This design comes from an exercise in tuning for small area on the open sky130 flow, not from production work. RTL that was checked went through simulation tests only; none was proved equivalent to the original. Power figures rest on the tool's default switching activity, not on a simulated workload.

==> inputs of job 9024 <==
==> flow/design.v <==
module lcd1602_drive(
	input  wire        clk,
	input  wire        rst_n,
	input  wire        user_show_flag,
	input  wire [15:0] user_addr_data,
	output reg         user_ready,
	output wire        show_done,
	output wire [7:0]  q_out,
	output wire        rs_out,
	output wire        en_out,
	output wire        rw_out
);
	reg  [14:0] s;
	reg  [1:0]  k;
	reg  [4:0]  x;
	reg         early;
	reg  [7:0]  cmd_r;
	reg  [7:0]  dat_r;
	wire tc     = ~s[0] & ~s[1] & ~s[2] & ~s[3] & ~s[4] & ~s[5] & ~s[6] & ~s[7] & ~s[8] & ~s[9] & s[11] & ~s[14];
	wire wcmd   = x == 5'd3;
	wire wdat   = x == 5'd4;
	wire idle   = x == 5'd5;
	wire last   = wdat && k == 2'd3 && tc;
	wire start  = user_show_flag && user_ready && (idle || last);
	wire jump   = (x == 5'd23 || x == 5'd27 || x == 5'd31) && k == 2'd1;
	always @(posedge clk) begin
		if (!rst_n) begin
			s <= 15'h0100;
			k <= 2'd3;
			x <= 5'd19;
		end else if (start) begin
			s <= 15'h0800;
			k <= 2'd3;
			x <= 5'd2;
		end else begin
			s <= tc ? 15'h01f0 : {s[13:0], s[14] ^ s[13]};
			if (tc) begin
				k <= jump ? 2'd0 : k + 2'd1;
				if ((k == 2'd3 || jump) && !idle)
					x <= x + 5'd1;
			end
		end
	end
	always @(posedge clk)
		early <= tc || (early && !s[3]);
	always @(posedge clk) begin
		if (!rst_n)
			user_ready <= 1'b0;
		else if (idle && s[9])
			user_ready <= 1'b1;
	end
	always @(posedge clk) begin
		if (start) begin
			cmd_r <= user_addr_data[15:8];
			dat_r <= user_addr_data[7:0];
		end
	end
	wire inwr  = x == 5'd20 || x == 5'd24 || x == 5'd28 || x == 5'd0 || x == 5'd1 || x == 5'd2 || x == 5'd3 || x == 5'd4;
	wire qwin  = inwr && !(k == 2'd0 && early);
	wire b54   = x == 5'd20 || x == 5'd24 || x == 5'd28 || x == 5'd0;
	wire b3    = x == 5'd20 || x == 5'd24 || x == 5'd28 || x == 5'd0 || x == 5'd1 || x == 5'd4;
	wire b2    = x == 5'd3 || x == 5'd4;
	wire b1    = x == 5'd3;
	wire b0    = x == 5'd2;
	wire [7:0] iq = {2'b00, b54, b54, b3, b2, b1, b0};
	wire [7:0] wq = wcmd ? cmd_r : wdat ? dat_r : 8'h00;
	assign q_out     = qwin ? (user_ready ? wq : iq) : 8'h00;
	assign en_out    = inwr && (k == 2'd1 || k == 2'd2);
	assign rs_out    = user_ready && wdat;
	assign show_done = user_ready && last;
	assign rw_out    = 1'b0;
endmodule
==> flow/flow/run.sh <==
#!/bin/bash
# Standard ORFS layout with three changes:
#  - after the standard synthesis, the combinational logic between the
#    registers is mapped again for area (remap.ys / remap.abc); every register
#    keeps its instance name and cell;
#  - port buffers are the smallest buffer (buf_1);
#  - the clock tree uses small buffers and no dummy loads.
# Each tool's output goes to a log file of its own here.
set -euo pipefail
here=$(pwd)
res=$here/orfs/results/$FLOW_PLATFORM/lcd1602_drive/base
export BUFFER_PORTS_ARGS="-buffer_cell sky130_fd_sc_hd__buf_1"
export CTS_ARGS="-sink_clustering_enable -repair_clock_nets -dont_use_dummy_load -root_buf sky130_fd_sc_hd__clkbuf_4 -buf_list sky130_fd_sc_hd__clkbuf_4"

bash standard.sh synth > standard_synth.log 2>&1

cp $res/1_2_yosys.v $here/std_1_2_yosys.v
lib=$FLOW_HOME/platforms/$FLOW_PLATFORM/lib/sky130_fd_sc_hd__tt_025C_1v80.lib
dontuse=$(sed -n '/^export DONT_USE_CELLS/,/^$/p' $FLOW_HOME/platforms/$FLOW_PLATFORM/config.mk \
  | grep -o 'sky130_fd_sc_hd__[a-z0-9_]*' | sed 's/^/-dont_use /' | tr '\n' ' ')
seq=$(grep -o 'sky130_fd_sc_hd__[a-z0-9_]*' $here/std_1_2_yosys.v | sort -u \
  | grep -E '__(dfxtp|edfxtp|dfrtp|dfstp|dfbbp|sdf|edf|dlx|dlr|conb)' | tr '\n' ' ')
cat > $here/remap.ys <<EOR
read_verilog $here/std_1_2_yosys.v
read_liberty -overwrite -ignore_miss_func $lib
blackbox $seq
hierarchy -top $FLOW_TOP
flatten
opt_clean
abc -script $here/flow/remap.abc -liberty $lib $dontuse
read_liberty -lib -overwrite $lib
opt_clean -purge
setundef -zero
hilomap -singleton -hicell sky130_fd_sc_hd__conb_1 HI -locell sky130_fd_sc_hd__conb_1 LO
splitnets
opt_clean -purge
check -assert
stat -liberty $lib
write_verilog -noattr -nohex -nodec $res/1_2_yosys.v
EOR
yosys -s $here/remap.ys > remap.log 2>&1
rm -f $res/1_synth.odb $res/1_synth.sdc

bash standard.sh > standard.log 2>&1
==> flow/flow/remap.abc <==
strash
balance -l; resub -K 6 -l; rewrite -l; resub -K 6 -N 2 -l; refactor -l; resub -K 8 -l; balance -l; resub -K 8 -N 2 -l; rewrite -l; resub -K 10 -l; rewrite -z -l; resub -K 10 -N 2 -l; balance -l; resub -K 12 -l; refactor -z -l; resub -K 12 -N 2 -l; rewrite -z -l; balance -l
dch -f
amap
topo
==> flow/standard.sh <==
#!/bin/bash
# synth_recipe.tcl (not shown) runs the flow's synth.tcl, then flattens the netlist and writes it again
# the make line also repeats each setting of config.mk as NAME=value (left out here)
make -C /OpenROAD-flow-scripts/flow DESIGN_CONFIG=/design/flow/config.mk WORK_HOME=/design/flow/orfs CLKGATE_MAP_FILE= SYNTH_SCRIPT=/design/flow/synth_recipe.tcl "${@:-finish}"
==> flow/config.mk <==
export PLATFORM = sky130hd
export DESIGN_NAME = lcd1602_drive
export DESIGN_NICKNAME = lcd1602_drive
export VERILOG_FILES = /design/flow/design.v
export SDC_FILE = /design/flow/constraint.sdc
export NUM_CORES = 4
export LEC_CHECK = 0
export CAP_MARGIN = 20
export CORE_MARGIN = 2
export CORE_UTILIZATION = 40
export SLEW_MARGIN = 20
==> flow/constraint.sdc <==
create_clock -name core_clock -period 20.0 [get_ports {clk}]
set_input_delay 4.0000 -clock core_clock [delete_from_list [all_inputs] [get_ports {clk}]]
set_output_delay 4.0000 -clock core_clock [all_outputs]
set_load 0.01 [all_outputs]
==> job 2325 (differences from job 9024) <==
Settings changed: CORE_UTILIZATION 40 to 75, GPL_TIMING_DRIVEN from default to 0, PLACE_DENSITY from default to 0.85.
==> job 8752 (differences from job 9024) <==
==> flow/design.v, changed modules only <==
module lcd1602_drive(
	input  wire        clk,
	input  wire        rst_n,
	input  wire        user_show_flag,
	input  wire [15:0] user_addr_data,
	output reg         user_ready,
	output wire        show_done,
	output wire [7:0]  q_out,
	output wire        rs_out,
	output wire        en_out,
	output wire        rw_out
);
	reg  [14:0] s_q;     
	wire [14:0] s = s_q ^ 15'h5555;
	reg  [1:0]  k_q;    
	wire [1:0]  k = k_q ^ 2'h2;
	reg  [1:0]  ph_q;    
	wire [1:0]  ph = ph_q ^ 2'h3;
	reg  [2:0]  w_q;    
	wire [2:0]  w = w_q ^ 3'h1;
	reg         early;
	reg  [7:0]  cmd_r;
	reg  [7:0]  dat_r;
	wire tc     = s[2] & ~s[3] & ~s[4] & ~s[5] & ~s[6] & ~s[7] & ~s[9] & ~s[10] & ~s[11] & ~s[12] & ~s[13] & ~s[14];
	wire wr     = ph == 2'd0;
	wire idle   = ph == 2'd1 && w == 3'd7;
	wire last   = wr && w == 3'd7 && k == 2'd3 && tc;
	wire start  = user_show_flag && user_ready && (idle || last);
	wire jump   = ph == 2'd3 && k == 2'd1;
	wire pause  = w[2] ? (w[1] & w[0]) : ~(w[1] & w[0]);    
	always @(posedge clk) begin
		if (!rst_n) begin
			s_q <= 15'h1555;
			k_q  <= 2'h2 ^ (2'd1);
			ph_q <= 2'h3 ^ (2'd3);
			w_q  <= 3'h1 ^ (3'd7);
		end else if (start) begin
			s_q <= 15'h5551;
			k_q  <= 2'h2 ^ (2'd1);
			ph_q <= 2'h3 ^ (2'd3);
			w_q  <= 3'h1 ^ (3'd5);
		end else begin
			s_q <= 15'h5555 ^ (tc ? 15'h5400 : {s[13:0], s[14] ^ s[13]});
			if (tc) begin
				k_q <= 2'h2 ^ (jump ? 2'd0 : k + 2'd1);
				if (k == 2'd3 || jump) begin
					if (wr) begin
						if (pause) ph_q <= 2'h3 ^ (2'd1);
						else       w_q  <= 3'h1 ^ (w + 3'd1);
					end else if (!idle) begin
						ph_q <= 2'h3 ^ (ph + 2'd1);
						if (ph == 2'd3) w_q <= 3'h1 ^ (w + 3'd1);
					end
				end
			end
		end
	end
	always @(posedge clk)
		early <= tc || (early && !s[8]);
	always @(posedge clk) begin
		if (!rst_n)
			user_ready <= 1'b0;
		else if (idle && s[0])
			user_ready <= 1'b1;
	end
	always @(posedge clk) begin
		if (start) begin
			cmd_r <= user_addr_data[15:8];
			dat_r <= user_addr_data[7:0];
		end
	end
	wire qwin = wr && !(k == 2'd0 && early);
	wire b54  = ~w[2];
	wire b3   = ~w[2] | ~(w[1] ^ w[0]);
	wire b2   = w[2] & w[1];
	wire b1   = w[2] & w[1] & ~w[0];
	wire b0   = w[2] & ~w[1] & w[0];
	wire [7:0] iq = {2'b00, b54, b54, b3, b2, b1, b0};
	wire [7:0] wq = w[0] ? dat_r : cmd_r;
	assign q_out     = qwin ? (user_ready ? wq : iq) : 8'h00;
	assign en_out    = wr && (k[0] ^ k[1]);
	assign rs_out    = user_ready && wr && w[0];
	assign show_done = user_ready && last;
	assign rw_out    = 1'b0;
endmodule
Settings changed: GPL_TIMING_DRIVEN from default to 0.
==> run summary <==
                                                                              job 2325     job 9024     job 8752
Floorplan die height                                                           48.6 um      65.0 um      64.2 um
Clock buffers and inverters, area share                                          2.24%        2.20%        2.24%
Status                                                        timing/DRC/antenna clean  timing/DRC/antenna clean  timing/DRC/antenna clean
Routing usage on met1                                                            38.8%        19.0%        21.9%
Total wirelength of the detailed-routed design                                 3350 um      2850 um      3010 um
Setup skew after layout                                                      0.0110 ns    0.0206 ns    0.0252 ns
Part of the power in the clock network                                           27.9%        27.7%        26.7%
Met2 demand-to-capacity share in global routing                                  54.9%        23.3%        22.8%
Num rows                                                                            16           22           21
Worst slack at placement                                                      13.69 ns     13.71 ns     14.27 ns
Total non-filler cell area in the finished layout                          0.00168 mm2  0.00171 mm2  0.00168 mm2
Min-Delay Startpoint                                                              s[2]        s[11]       s_q[5]
Number of search-and-repair iterations in the first detailed-routing pass            5            4            5
Placed instance count                                                              206          228          217
Total via count in the routed design                                              1260         1146         1139
RePlAce Congestion                                                               0.905        0.789        0.778
Hold path endpoint                                                                s[3]        s[12]       s_q[6]
Vias per Instance                                                                 5.97         4.92         5.13
Clock Latency Late Sink                                                        0.34 ns      0.33 ns      0.34 ns
Combinational gate power                                                       4.00 uW      3.82 uW      5.90 uW
Synthesized area                                                           0.00149 mm2  0.00149 mm2  0.00145 mm2
Data buffer area share                                                           6.72%        7.04%        7.61%
Fillers                                                                            111          356          349
Post-Synthesis Mean Instance Area                                             9.99 um2     9.99 um2     10.4 um2
Register-to-Register Path Depth                                                      9           10            8
Total Power Consumption                                                         125 uW       124 uW       127 uW
Only the layout flow was run in job 8752; the RTL was not checked for function there.

-- re-timing with driven ports --
How much do the figures lean on ideal ports? The routed layouts below were timed once more, with nothing changed but the port constraints. Step 1 assumes that a clkbuf_16 drives the clock port and a buf_2 every other input. Step 2 adds t to the input delays and takes it off the output delays; t is the mean of the earliest and latest rising clock arrival at the registers after step 1. Input paths then give back, and output paths get back, about the clock's delay inside the block. Three values: no drivers, after step 1, after step 2; two values: the first two.
run	t, ns	slack for setup (ns)	worst setup path after step 2	slew at the worst register clock pin (ns)
job 9024	0.346	13.314 / 13.292 / 13.638	register to output	0.11 / 0.11
job 2325	0.356	13.184 / 13.163 / 13.520	register to output	0.11 / 0.11
job 8752	0.348	14.014 / 13.990 / 14.252	input to register	0.11 / 0.11
After both steps setup and hold are still met in every run listed.
